Source: an optimization exercise on an open RTL-to-GDS flow (aim: small area). Production flows keep margins and buffers that such runs may drop. In this exercise RTL edits were held to simulation tests only and were not proved equivalent to the original. Power is estimated from default activity; no workload was simulated.

==> design.v <==
module tlb
(
    input  wire                      clk,
    input  wire [               18:0] s0_vppn    ,
    input  wire                       s0_va_bit12,
    input  wire [                9:0] s0_asid    ,
    output wire                       s0_found   ,
    output wire [$clog2(16)-1:0] s0_index   ,
    output wire [               19:0] s0_ppn     ,
    output wire [                5:0] s0_ps      ,
    output wire [                1:0] s0_plv     ,
    output wire [                1:0] s0_mat     ,
    output wire                       s0_d       ,
    output wire                       s0_v       ,
    input  wire [               18:0] s1_vppn    ,
    input  wire                       s1_va_bit12,
    input  wire [                9:0] s1_asid    ,
    output wire                       s1_found   ,
    output wire [$clog2(16)-1:0] s1_index   ,
    output wire [               19:0] s1_ppn     ,
    output wire [                5:0] s1_ps      ,
    output wire [                1:0] s1_plv     ,
    output wire [                1:0] s1_mat     ,
    output wire                       s1_d       ,
    output wire                       s1_v       ,
    input  wire                      invtlb_valid,
    input  wire [               4:0] invtlb_op   ,
    input  wire                       we     ,
    input  wire [$clog2(16)-1:0] w_index,
    input  wire                       w_e    ,
    input  wire [               18:0] w_vppn ,
    input  wire [                5:0] w_ps   ,
    input  wire [                9:0] w_asid ,
    input  wire                       w_g    ,
    input  wire [               19:0] w_ppn0 ,
    input  wire [                1:0] w_plv0 ,
    input  wire [                1:0] w_mat0 ,
    input  wire                       w_d0   ,
    input  wire                       w_v0   ,
    input  wire [               19:0] w_ppn1 ,
    input  wire [                1:0] w_plv1 ,
    input  wire [                1:0] w_mat1 ,
    input  wire                       w_d1   ,
    input  wire                       w_v1   ,
    input  wire [$clog2(16)-1:0] r_index,
    output wire                       r_e    ,
    output wire [               18:0] r_vppn ,
    output wire [                5:0] r_ps   ,
    output wire [                9:0] r_asid ,
    output wire                       r_g    ,
    output wire [               19:0] r_ppn0 ,
    output wire [                1:0] r_plv0 ,
    output wire [                1:0] r_mat0 ,
    output wire                       r_d0   ,
    output wire                       r_v0   ,
    output wire [               19:0] r_ppn1 ,
    output wire [                1:0] r_plv1 ,
    output wire [                1:0] r_mat1 ,
    output wire                       r_d1   ,
    output wire                       r_v1
);
localparam PD = 26;
localparam W  = 88;
reg  [15:0]     tlb_e;
reg  [16*W-1:0] ent;
wire [W-1:0] w_word = {w_vppn, w_ps, w_asid, w_g,
                       w_ppn0, w_plv0, w_mat0, w_d0, w_v0,
                       w_ppn1, w_plv1, w_mat1, w_d1, w_v1};
wire [15:0] e_g, e_huge, m0_n, m1_n, lo_ok1, hi_eq1, as_eq1;
genvar gi, gb;
generate
for (gi = 0; gi < 16; gi = gi + 1) begin : cmp
    wire [W-1:0] q = ent[gi*W +: W];
    wire huge_n = ~(q[68:63] == 6'd21);
    wire g_n    = ~q[2*PD];
    assign e_g[gi]    = q[2*PD];
    assign e_huge[gi] = ~huge_n;
    tlb_cmp c0 (.sv(s0_vppn), .sa(s0_asid), .ev(q[87:69]), .ea(q[62:53]),
                .huge_n(huge_n), .g_n(g_n), .e(tlb_e[gi]),
                .match_n(m0_n[gi]), .lo_ok(), .hi_eq(), .as_eq());
    tlb_cmp c1 (.sv(s1_vppn), .sa(s1_asid), .ev(q[87:69]), .ea(q[62:53]),
                .huge_n(huge_n), .g_n(g_n), .e(tlb_e[gi]),
                .match_n(m1_n[gi]), .lo_ok(lo_ok1[gi]), .hi_eq(hi_eq1[gi]), .as_eq(as_eq1[gi]));
end
endgenerate
wire [15:0] va1 = lo_ok1 & hi_eq1;
wire [15:0] as1 = as_eq1;
wire [15:0] f0, f1, g00, g01, g10, g11;
wire [31:0] sel0, sel1;  
genvar gk;
generate
for (gk = 0; gk < 16; gk = gk + 1) begin : il
    assign sel0[2*gk] = g00[gk]; assign sel0[2*gk+1] = g01[gk];
    assign sel1[2*gk] = g10[gk]; assign sel1[2*gk+1] = g11[gk];
end
endgenerate
tlb_prio p0 (.m_n(m0_n), .huge(e_huge), .v8(s0_vppn[8]), .b12(s0_va_bit12),
             .f(f0), .g0(g00), .g1(g01), .found(s0_found), .index(s0_index));
tlb_prio p1 (.m_n(m1_n), .huge(e_huge), .v8(s1_vppn[8]), .b12(s1_va_bit12),
             .f(f1), .g0(g10), .g1(g11), .found(s1_found), .index(s1_index));
wire [PD-1:0] s0_pd, s1_pd;
generate
for (gb = 0; gb < PD; gb = gb + 1) begin : spd
    wire [31:0] col;
    for (gi = 0; gi < 16; gi = gi + 1) begin : c
        assign col[2*gi]   = ent[gi*W + PD + gb];  
        assign col[2*gi+1] = ent[gi*W + gb];       
    end
    tlb_mux32 u0 (.s(sel0), .d(col), .y(s0_pd[gb]));
    tlb_mux32 u1 (.s(sel1), .d(col), .y(s1_pd[gb]));
end
for (gb = 0; gb < 6; gb = gb + 1) begin : sps
    wire [15:0] col;
    for (gi = 0; gi < 16; gi = gi + 1) begin : c
        assign col[gi] = ent[gi*W + 63 + gb];
    end
    tlb_mux16 u0 (.s(f0), .d(col), .y(s0_ps[gb]));
    tlb_mux16 u1 (.s(f1), .d(col), .y(s1_ps[gb]));
end
endgenerate
assign {s0_ppn, s0_plv, s0_mat, s0_d, s0_v} = s0_pd;
assign {s1_ppn, s1_plv, s1_mat, s1_d, s1_v} = s1_pd;
wire [15:0] r_oh = 16'd1 << r_index;
wire [W-1:0] r_word;
generate
for (gb = 0; gb < W; gb = gb + 1) begin : rd
    wire [15:0] col;
    for (gi = 0; gi < 16; gi = gi + 1) begin : c
        assign col[gi] = ent[gi*W + gb];
    end
    tlb_mux16 u (.s(r_oh), .d(col), .y(r_word[gb]));
end
endgenerate
tlb_mux16 u_re (.s(r_oh), .d(tlb_e), .y(r_e));
assign {r_vppn, r_ps, r_asid, r_g,
        r_ppn0, r_plv0, r_mat0, r_d0, r_v0,
        r_ppn1, r_plv1, r_mat1, r_d1, r_v1} = r_word;
wire [15:0] inv_sel =
      (invtlb_op == 5'd0 || invtlb_op == 5'd1) ? 16'hffff
    : (invtlb_op == 5'd2) ? e_g
    : (invtlb_op == 5'd3) ? ~e_g
    : (invtlb_op == 5'd4) ? (~e_g & as1)
    : (invtlb_op == 5'd5) ? (~e_g & as1 & va1)
    : (invtlb_op == 5'd6) ? ((e_g | as1) & va1)
    : 16'h0000;
wire [16*W-1:0] ent_d;
generate
for (gi = 0; gi < 16; gi = gi + 1) begin : wr
    wire en   = we & (w_index == gi);
    wire en_n = ~en;
    for (gb = 0; gb < W; gb = gb + 1) begin : b
        tlb_a22o h (.a1(en), .a2(w_word[gb]), .b1(en_n), .b2(ent[gi*W + gb]),
                    .y(ent_d[gi*W + gb]));
    end
end
endgenerate
always @(posedge clk) begin
    ent <= ent_d;
end
integer j;
always @(posedge clk) begin
    for (j = 0; j < 16; j = j + 1) begin
        if (we && w_index == j) begin
            tlb_e[j] <= w_e;
        end else if (invtlb_valid && inv_sel[j]) begin
            tlb_e[j] <= 1'b0;
        end
    end
end
endmodule
module tlb_cmp (
    input  wire [18:0] sv,
    input  wire [ 9:0] sa,
    input  wire [18:0] ev,
    input  wire [ 9:0] ea,
    input  wire        huge_n,
    input  wire        g_n,
    input  wire        e,
    output wire        match_n,
    output wire        lo_ok,    
    output wire        hi_eq,    
    output wire        as_eq     
);
    wire [18:0] qv;
    wire [ 9:0] qa;
    genvar i;
    generate
    for (i = 0; i < 19; i = i + 1) begin : xv
        tlb_xnor2 u (.a(sv[i]), .b(ev[i]), .y(qv[i]));
    end
    for (i = 0; i < 10; i = i + 1) begin : xa
        tlb_xnor2 u (.a(sa[i]), .b(ea[i]), .y(qa[i]));
    end
    endgenerate
    wire h1, h2, h3, l1, l2, l3, a1, a2, a3, as_ok;
    tlb_nand4 uh1 (.a(qv[18]), .b(qv[17]), .c(qv[16]), .d(qv[15]), .y(h1));
    tlb_nand4 uh2 (.a(qv[14]), .b(qv[13]), .c(qv[12]), .d(qv[11]), .y(h2));
    tlb_nand2 uh3 (.a(qv[10]), .b(qv[9]), .y(h3));
    tlb_nand3 ul1 (.a(qv[8]), .b(qv[7]), .c(qv[6]), .y(l1));
    tlb_nand3 ul2 (.a(qv[5]), .b(qv[4]), .c(qv[3]), .y(l2));
    tlb_nand3 ul3 (.a(qv[2]), .b(qv[1]), .c(qv[0]), .y(l3));
    tlb_nand4 ua1 (.a(qa[9]), .b(qa[8]), .c(qa[7]), .d(qa[6]), .y(a1));
    tlb_nand4 ua2 (.a(qa[5]), .b(qa[4]), .c(qa[3]), .d(qa[2]), .y(a2));
    tlb_nand2 ua3 (.a(qa[1]), .b(qa[0]), .y(a3));
    tlb_nor3  uhe (.a(h1), .b(h2), .c(h3), .y(hi_eq));
    tlb_nor3  uae (.a(a1), .b(a2), .c(a3), .y(as_eq));
    tlb_o31ai ulo (.a1(l1), .a2(l2), .a3(l3), .b1(huge_n), .y(lo_ok));
    tlb_o31ai uao (.a1(a1), .a2(a2), .a3(a3), .b1(g_n), .y(as_ok));
    tlb_nand4 um  (.a(e), .b(hi_eq), .c(lo_ok), .d(as_ok), .y(match_n));
endmodule
module tlb_prio (
    input  wire [15:0] m_n,
    input  wire [15:0] huge,
    input  wire        v8,
    input  wire        b12,
    output wire [15:0] f,
    output wire [15:0] g0,
    output wire [15:0] g1,
    output wire        found,
    output reg  [ 3:0] index
);
    wire [15:0] m = ~m_n;
    assign f = m & ~(m - 16'd1);
    wire [15:0] odd = (huge & {16{v8}}) | (~huge & {16{b12}});
    assign g1 = f & odd;
    assign g0 = f & ~odd;
    assign found = |m;
    integer k;
    always @(*) begin
        index = 4'd0;
        for (k = 0; k < 16; k = k + 1)
            index = index | ({4{f[k]}} & k[3:0]);
    end
endmodule
module tlb_mux16 (
    input  wire [15:0] s,
    input  wire [15:0] d,
    output wire        y
);
    wire [5:0] n;
    genvar i;
    generate
    for (i = 0; i < 5; i = i + 1) begin : a
        tlb_aoi222 u (.a1(s[3*i]), .a2(d[3*i]), .b1(s[3*i+1]), .b2(d[3*i+1]),
                      .c1(s[3*i+2]), .c2(d[3*i+2]), .y(n[i]));
    end
    endgenerate
    tlb_nand2 u5 (.a(s[15]), .b(d[15]), .y(n[5]));
    wire t;
    tlb_and3  u6 (.a(n[0]), .b(n[1]), .c(n[2]), .y(t));
    tlb_nand4 u7 (.a(t), .b(n[3]), .c(n[4]), .d(n[5]), .y(y));
endmodule
module tlb_mux32 (
    input  wire [31:0] s,
    input  wire [31:0] d,
    output wire        y
);
    wire [11:0] n;
    genvar i;
    generate
    for (i = 0; i < 10; i = i + 1) begin : a
        tlb_aoi222 u (.a1(s[3*i]), .a2(d[3*i]), .b1(s[3*i+1]), .b2(d[3*i+1]),
                      .c1(s[3*i+2]), .c2(d[3*i+2]), .y(n[i]));
    end
    endgenerate
    tlb_nand2 u10 (.a(s[30]), .b(d[30]), .y(n[10]));
    tlb_nand2 u11 (.a(s[31]), .b(d[31]), .y(n[11]));
    wire p0, p1, p2;
    tlb_nand4 u12 (.a(n[0]), .b(n[1]), .c(n[2]),  .d(n[3]),  .y(p0));
    tlb_nand4 u13 (.a(n[4]), .b(n[5]), .c(n[6]),  .d(n[7]),  .y(p1));
    tlb_nand4 u14 (.a(n[8]), .b(n[9]), .c(n[10]), .d(n[11]), .y(p2));
    tlb_or3   u15 (.a(p0), .b(p1), .c(p2), .y(y));
endmodule
module tlb_aoi222 (input wire a1, a2, b1, b2, c1, c2, output wire y);
    assign y = ~((a1 & a2) | (b1 & b2) | (c1 & c2));
endmodule
module tlb_nand2 (input wire a, b, output wire y);
    assign y = ~(a & b);
endmodule
module tlb_nand3 (input wire a, b, c, output wire y);
    assign y = ~(a & b & c);
endmodule
module tlb_nand4 (input wire a, b, c, d, output wire y);
    assign y = ~(a & b & c & d);
endmodule
module tlb_a22o (input wire a1, a2, b1, b2, output wire y);
    assign y = (a1 & a2) | (b1 & b2);
endmodule
module tlb_xnor2 (input wire a, b, output wire y);
    assign y = ~(a ^ b);
endmodule
module tlb_nor2 (input wire a, b, output wire y);
    assign y = ~(a | b);
endmodule
module tlb_and3 (input wire a, b, c, output wire y);
    assign y = a & b & c;
endmodule
module tlb_nor3 (input wire a, b, c, output wire y);
    assign y = ~(a | b | c);
endmodule
module tlb_o31ai (input wire a1, a2, a3, b1, output wire y);
    assign y = ~((a1 | a2 | a3) & b1);
endmodule
module tlb_or2 (input wire a, b, output wire y);
    assign y = a | b;
endmodule
module tlb_or3 (input wire a, b, c, output wire y);
    assign y = a | b | c;
endmodule
==> flow/run.sh <==
#!/bin/bash
set -euo pipefail
export POST_SYNTH_TCL=$PWD/flow/downsize.tcl
bash standard.sh \
  BUFFER_PORTS_ARGS="-buffer_cell sky130_fd_sc_hd__buf_1" \
  CTS_ARGS="-sink_clustering_enable -sink_clustering_size 22 -sink_clustering_max_diameter 100 -repair_clock_nets -dont_use_dummy_load -buf_list sky130_fd_sc_hd__clkbuf_16" \
  finish > standard.log 2>&1
==> flow/downsize.tcl <==
# Set every combinational cell from synthesis to the smallest drive of its
# own type; timing repair later sizes up only what the paths need.
set db [ord::get_db]
set block [ord::get_db_block]
set dont_use {}
if { [info exists ::env(DONT_USE_CELLS)] } { set dont_use $::env(DONT_USE_CELLS) }
set n 0
foreach inst [$block getInsts] {
  set mname [[$inst getMaster] getName]
  if { ![regexp {^(sky130_fd_sc_hd__)(.*)_([0-9]+)$} $mname -> pre base drv] } { continue }
  if { [regexp {^(df|edf|sdf|sedf|dl|tap|fill|decap|conb|lpflow|probe)} $base] } { continue }
  foreach d {0 1 2} {
    if { $d >= $drv } { break }
    set cand "${pre}${base}_$d"
    if { [lsearch -exact $dont_use $cand] >= 0 } { continue }
    set cm [$db findMaster $cand]
    if { $cm != "NULL" } {
      $inst swapMaster $cm
      incr n
      break
    }
  }
}
puts "downsize: $n instances set to a smaller drive"
==> standard.sh <==
#!/bin/bash
# synth_recipe.tcl (not shown) runs the flow's synth.tcl, then flattens the netlist and writes it again
# the make line also repeats each setting of config.mk as NAME=value (left out here)
make -C /OpenROAD-flow-scripts/flow DESIGN_CONFIG=/design/flow/config.mk WORK_HOME=/design/flow/orfs CLKGATE_MAP_FILE= SYNTH_SCRIPT=/design/flow/synth_recipe.tcl "${@:-finish}"
==> config.mk <==
export PLATFORM = sky130hd
export DESIGN_NAME = tlb
export DESIGN_NICKNAME = tlb
export VERILOG_FILES = /design/flow/design.v
export SDC_FILE = /design/flow/constraint.sdc
export NUM_CORES = 4
export LEC_CHECK = 0
export CAP_MARGIN = 5
export CORE_MARGIN = 2
export CORE_UTILIZATION = 35
export PLACE_DENSITY = 0.45
export SETUP_SLACK_MARGIN = 0.1
export SLEW_MARGIN = 5
export SYNTH_HIERARCHICAL = 1
export SYNTH_MINIMUM_KEEP_SIZE = 0
==> constraint.sdc <==
create_clock -name core_clock -period 10.0 [get_ports {clk}]
set_input_delay 2.0000 -clock core_clock [delete_from_list [all_inputs] [get_ports {clk}]]
set_output_delay 2.0000 -clock core_clock [all_outputs]
set_load 0.01 [all_outputs]
==> results.json, run 1 <==
{
  "drv_slew": 0,
  "num_io_pins": 328,
  "cp.depth": 15,
  "hold_buffers": 0,
  "cts_root_buffer": "clkbuf_16",
  "hold_viol": 0,
  "min_path_type": "reg2reg",
  "cp_common_cell": "nand4_1",
  "crit_type": "in2out",
  "synth_area_sq_um": 68100,
  "power.share.clock_pct": 23.0,
  "design.die.area_sq_um": 198000,
  "p_leak_nw": 28.0,
  "top_usage_layer": "met2",
  "crit_buf_inv": 4,
  "layout-drive-gt1-share_pct": 6.45,
  "dieHeight_um": 445,
  "core_sq_um": 193000,
  "crit_fanout": 16,
  "drc": 0,
  "cp-start-kind": "input pin",
  "tightest_slew_ps": 1390,
  "p_seq_share_pct": 56.4,
  "p_comb_share_pct": 20.6,
  "cts.htree.levels": 3,
  "clock_path_buffers": 3,
  "fin_crit_sh_pct": 98.4,
  "viasPerCell": 7.55,
  "cts_tree": "done",
  "r2r_cells": 7,
  "avgSynthCellArea_sq_um": 10.7,
  "grt-ovfl-total": 0,
  "p_sw_share_pct": 33.9,
  "ys_warn_count": 8,
  "drv_cap": 0,
  "peakVddDrop_v": 0.000127,
  "rows": 161,
  "setup_tns_ps": 0,
  "power_density_nw_per_um2": 196,
  "route.vias.total": 71900,
  "ant_nets": 0,
  "cts.sinks": 1424,
  "reg2reg_setup_slack_ps": 7000,
  "gp_congestion": 0.950,
  "rsz0062_at_grt": "false",
  "synthToLayoutAreaGrowth_pct": 13.4,
  "fin_util_pct": 40.0,
  "grtUsageMet3_pct": 9.72,
  "first_pass_iters": 17,
  "critPathArrivalTime_ps": 7840,
  "cts-buffers-inserted": 79,
  "grt_pass1_wl_um": 549000,
  "crit_chain": "buf_1, xnor2_1, nand4_1, o31ai_1, nand4_1, nand4_1, or3_1, nor3_1, buf_4, and2_2, buf_4, a222oi_1, nand4_1, or3_1, buf_1",
  "start_util_pct": 35.3,
  "fmax_mhz": 102,
  "dp.cells": 9420,
  "finalWirelength_um": 403000,
  "dp_hpwl_um": 252000,
  "met1_usage_pct": 48.8,
  "slowest_stage": "o31ai_1",
  "syn-num-nets": 6498,
  "placed_cell_area_sq_um": 75200,
  "use_met2_pct": 57.6,
  "insertion_delay_ps": 780,
  "clk_pin_slew_ps": 40,
  "endpoint": "s0_ppn[5]",
  "netSwitchingPower_mw": 5.12,
  "synth_cells": 6333,
  "instances_no_fill": 9520,
  "port-buffer-count": 327,
  "critical-path-top-delay-family": "simple AND/OR/NAND/NOR gates",
  "grt_pass1_vias": 67300,
  "final_nets": 7140,
  "r2r-end": "tlb_e[10]$_SDFFCE_PN0P_",
  "crit_start": "s0_asid[3]",
  "finClkSkew_ps": 87.2,
  "post_drt_wl_per_cell_um": 42.3,
  "groute.usage.overall_pct": 38.6,
  "required_ps": 8000,
  "num-fill-cells": 18900,
  "layout_min_cycle_time_ps": 9840,
  "setup_viol": 0,
  "r2r-start": "ent[951]$_DFF_P_",
  "cts_setup_buffers": 0,
  "grt_max_degree": 90,
  "worstSetupEndpointType": "output port",
  "fin_area_sq_um": 77200,
  "status": "complete, no violations",
  "cts_resized": 0,
  "critPathMaxStageDelay_ps": 1050,
  "antenna_found_initial": 28,
  "drtIter0Drc": 15500,
  "max_slew_margin_pct": 6.79,
  "die_w_um": 445,
  "p_int_mw": 10.0
}
registers in the layout, indices dropped and copies added (netlist names):
signal,flops
tlb_e,16
ent,1408
cells in the final DEF (no fill, tap or decap), drive strengths merged, types with 17 or more instances in the layout:
master / n
a22o: 1408
and2: 45
nand4: 419
nor3: 69
nand3b: 18
a222oi: 1025
o31ai: 64
nand3: 108
a21oi: 17
o21ai: 27
and3: 114
buf: 579
inv: 62
nor2: 43
nand2: 307
xnor2: 930
nor2b: 24
mux2i: 22
clkbuf: 81
o22ai: 17
diode: 21
nor4: 17
or3: 62
dfxtp: 1408
how the worst min path moves through the flow:
| stage | slack [ps] | to | from | cells past startpoint |
|---|---|---|---|---|
| after floorplan | 480 | ent[1082]$_DFF_P_ | ent[1082]$_DFF_P_ | 1 |
| after global placement | 500 | ent[184]$_DFF_P_ | ent[184]$_DFF_P_ | 1 |
| after detailed placement | 500 | ent[1325]$_DFF_P_ | ent[1325]$_DFF_P_ | 1 |
| after CTS | 530 | ent[1003]$_DFF_P_ | ent[1003]$_DFF_P_ | 1 |
| after global routing | 540 | ent[889]$_DFF_P_ | ent[889]$_DFF_P_ | 1 |
| final | 530 | ent[1003]$_DFF_P_ | ent[1003]$_DFF_P_ | 1 |
through the flow:
step	hold slack (ps)	power (mW)	worst slack (ps)
finish	525	15.1	161
global route	543	15.7	237
CTS	525	15.0	677
detailed placement	501	11.6	685
global placement	497	11.6	730
floorplan	482	10.3	492
worst reg2reg max path, cell delays in order, from the launching register on:
cell and delay [ps]:
dfxtp_1 440, xnor2_1 140, nand3_1 200, o31ai_1 1140, and2_0 300, o22ai_1 90
o21ai_0 240, a221o_1 190
layout make-up:
class | instances | area [sq um] | share of cell area, %
clock buffer | 79 | 1980 | 2.56
antenna | 21 | 52.6 | 0.0681
sequential | 1424 | 28700 | 37.1
multi-input combinational | 4827 | 39700 | 51.4
tap | 2526 | 3160 | 4.09
timing repair buffer | 581 | 3400 | 4.40
inverter | 62 | 275 | 0.357
metal layers:
metal	share of wire, %	vias up
met5	0.038	-
met4	8.1	18
met3	11	1367
met2	42	5695
met1	38	35800
li1	-	29000
power groups by stage:
stage,Clock (mW),Sequential (mW),Combinational [mW]
2_1_floorplan,0,8.08,2.18
3_3_place_gp,0,8.58,3.01
3_5_place_dp,0,8.56,3.06
4_1_cts,3.51,8.44,3.07
5_1_grt,3.69,8.67,3.33
6_report,3.48,8.53,3.11
==> run 2: changes to the inputs <==
--- a/config.mk
+++ b/config.mk
@@ -8,6 +8,6 @@
 export CAP_MARGIN = 5
 export CORE_MARGIN = 2
-export CORE_UTILIZATION = 35
-export PLACE_DENSITY = 0.45
+export CORE_UTILIZATION = 45
+export PLACE_DENSITY = 0.55
 export SETUP_SLACK_MARGIN = 0.1
 export SLEW_MARGIN = 5
==> run 2 against run 1 <==
  * The layout now fails its checks (max-capacitance violations, max-slew violations, negative setup slack)
  * Cell area fell by 1.1%
  * Hold slack improved by 7.3 ps
  * Clock power fell by 3%
  * Sequential share of layout area rose by 0.43 points
  * Critical endpoint is now s1_ppn[11]
  * Largest power group unchanged
==> results.json, run 2 <==
{
  "cp_common_cell": "nand4_1",
  "avgSynthCellArea_sq_um": 10.7,
  "setup_viol": 1,
  "dp.cells": 8899,
  "antenna_found_initial": 29,
  "fin_crit_sh_pct": 100,
  "grt_pass1_vias": 67000,
  "grt_pass1_wl_um": 528000,
  "power.share.clock_pct": 22.5,
  "cp-start-kind": "input pin",
  "min_path_type": "reg2reg",
  "largest_reg_flops": 1408,
  "viasPerCell": 8.24,
  "status": "complete, but fails checks",
  "clock_path_buffers": 3,
  "drc": 0,
  "so_faults": "max-capacitance violations, max-slew violations, negative setup slack",
  "cts_setup_buffers": 0,
  "core_sq_um": 150000,
  "start_util_pct": 45.4,
  "layout_min_cycle_time_ps": 10030,
  "dp_hpwl_um": 235000,
  "grt-ovfl-total": 0,
  "hold_viol": 0,
  "required_ps": 8000,
  "slowest_stage": "o31ai_1",
  "cts.htree.levels": 3,
  "crit_chain": "buf_1, buf_4, xnor2_1, nand4_1, o31ai_1, nand4_1, nand2_1, nor3_1, and3_1, and2_2, a222oi_1, nand4_1, or3_1, buf_1",
  "grt_max_degree": 90,
  "drv_cap": 4,
  "p_sw_share_pct": 33.7,
  "ant_nets": 0,
  "cts.sinks": 1424,
  "port-buffer-count": 327,
  "fmax_mhz": 99.7,
  "critPathArrivalTime_ps": 8030,
  "whs_ps": 532,
  "gp_congestion": 1.02,
  "crit_buf_inv": 3,
  "ff_latch_area_sq_um": 28700,
  "groute.usage.overall_pct": 47.6,
  "num_io_pins": 328,
  "instances_no_fill": 9003,
  "multi_input_area_sq_um": 39700,
  "synthToLayoutAreaGrowth_pct": 12.1,
  "ys_warn_count": 8,
  "design.die.area_sq_um": 154000,
  "crit_fanout": 26,
  "num-fill-cells": 13900,
  "cts_root_buffer": "clkbuf_16",
  "top_regs": "ent x1408, tlb_e x16",
  "critPathMaxStageDelay_ps": 1060,
  "syn-num-nets": 6498,
  "drtIter0Drc": 18200,
  "route.vias.total": 74200,
  "placed_cell_area_sq_um": 74300,
  "p_comb_share_pct": 20.8,
  "first_pass_iters": 20,
  "netSwitchingPower_mw": 5.06,
  "finalWirelength_um": 388000,
  "worst_slack_ps": -30.0,
  "dp_slack_ps": 596,
  "insertion_delay_ps": 750,
  "synth_area_sq_um": 68100,
  "layout-drive-gt1-share_pct": 6.31,
  "fin_area_sq_um": 76300,
  "peakVddDrop_v": 0.000138,
  "regMostFlops": "ent",
  "crit_type": "in2out",
  "die_w_um": 393,
  "drv_slew": 55,
  "p_seq_share_pct": 56.7,
  "cts-buffers-inserted": 76,
  "reg2reg_setup_slack_ps": 7010,
  "mostFrequentLayoutCells": "a22o_1 (1408), dfxtp_1 (1408), a222oi_1 (1025), xnor2_1 (930), nand4_1 (419)",
  "critical-path-top-delay-family": "simple AND/OR/NAND/NOR gates",
  "finClkSkew_ps": 93.5,
  "p_int_mw": 9.95,
  "cts_tree": "done",
  "worstSetupEndpointType": "output port",
  "clk_pin_slew_ps": 90,
  "power_density_nw_per_um2": 197,
  "rows": 142,
  "rsz0062_at_grt": "false",
  "synth_cells": 6333,
  "dieHeight_um": 393,
  "max_slew_margin_pct": -2.82,
  "tightest_slew_ps": 1540,
  "final_nets": 7128,
  "post_drt_wl_per_cell_um": 43.1,
  "p_leak_nw": 27.9
}
-- run 2: cell types whose count changed in the layout (fill, tap and decap cells not counted), sizes merged --
cell,before,now
buf,579,570
clkbuf,81,78
diode,21,26
-- run 2: power by group through the flow --
| stage | sequential, mW | clock (mW) | combinational, mW |
|---|---|---|---|
| 6_report | 8.52 | 3.38 | 3.12 |
| 5_1_grt | 8.65 | 3.54 | 3.32 |
| 4_1_cts | 8.42 | 3.38 | 3.03 |
| 3_5_place_dp | 8.53 | 0 | 3.03 |
| 3_3_place_gp | 8.54 | 0 | 2.96 |
| 2_1_floorplan | 8.08 | 0 | 2.18 |
-- run 2: worst reg2reg max path: cells and delay by family (launching register included) --
kind,cells,cell delay [ps]
AO/OA/AOI/OAI,3,1670
XOR/XNOR,1,140
flip-flops,1,440
AND/OR/NAND/NOR,3,520
-- run 2: what timing repair did --
action,CTS,global route
hold buffers,0,0
gates resized for setup,0,3
endpoints found under the setup margin,0,1
endpoints found under the hold margin,0,0
-- run 2: cell type report --
cell class                 count  share of cell area (%)
tap                         2016                    3.31
antenna                       26                  0.0853
inverter                      62                   0.357
timing repair buffer         572                    4.22
clock buffer                  76                    2.49
sequential                  1424                    37.6
multi-input combinational   4827                    52.0
-- run 2: worst paths after layout --
| path | start | endpoint | cells after the start |
|---|---|---|---|
| setup / recovery | s1_asid[7] | s1_ppn[11] | 14 |
| hold / removal | ent[632]$_DFF_P_ | ent[632]$_DFF_P_ | 1 |
| setup reg to reg | ent[1391]$_DFF_P_ | tlb_e[15]$_SDFFCE_PN0P_ | 7 |
| hold reg to reg | ent[632]$_DFF_P_ | ent[632]$_DFF_P_ | 1 |
-- run 2: metal layers --
layer  global-route usage [%]  wire length, um
met5                    0.319              206
met4                     32.5            33500
met3                     19.5            61400
met2                     65.2           152000
met1                     60.3           141000
-- run 2: metrics by stage --
stage	utilization (%)	power (mW)	TNS, ps
final	50.9	15.0	-30.0
after global routing	50.9	15.5	0
after CTS	50.8	14.8	0
after detailed placement	49.5	11.6	0
after global placement	49.5	11.5	0
after floorplan	-	10.3	0

static timing again, ports no longer ideal:
How much do the figures lean on ideal ports? The routed layouts below were timed once more, with nothing changed but the port constraints. Step 1, drivers: a clkbuf_16 drives clk and a buf_2 each remaining input, both assumed. Step 2 times the ports against the registers' clock, not the clock port: input delays grow and output delays shrink by t, the midpoint of the rising clock arrivals with the driver on. a / b / c = no drivers / after step 1 / after step 2; a / b = the first two.
run | shift t [ns] | setup WS [ns] | worst setup path at the end
run 1 | 0.831 | 0.161 / 0.135 / 0.135 | input to output
run 2 | 0.794 | -0.030 / -0.056 / -0.056 | input to output
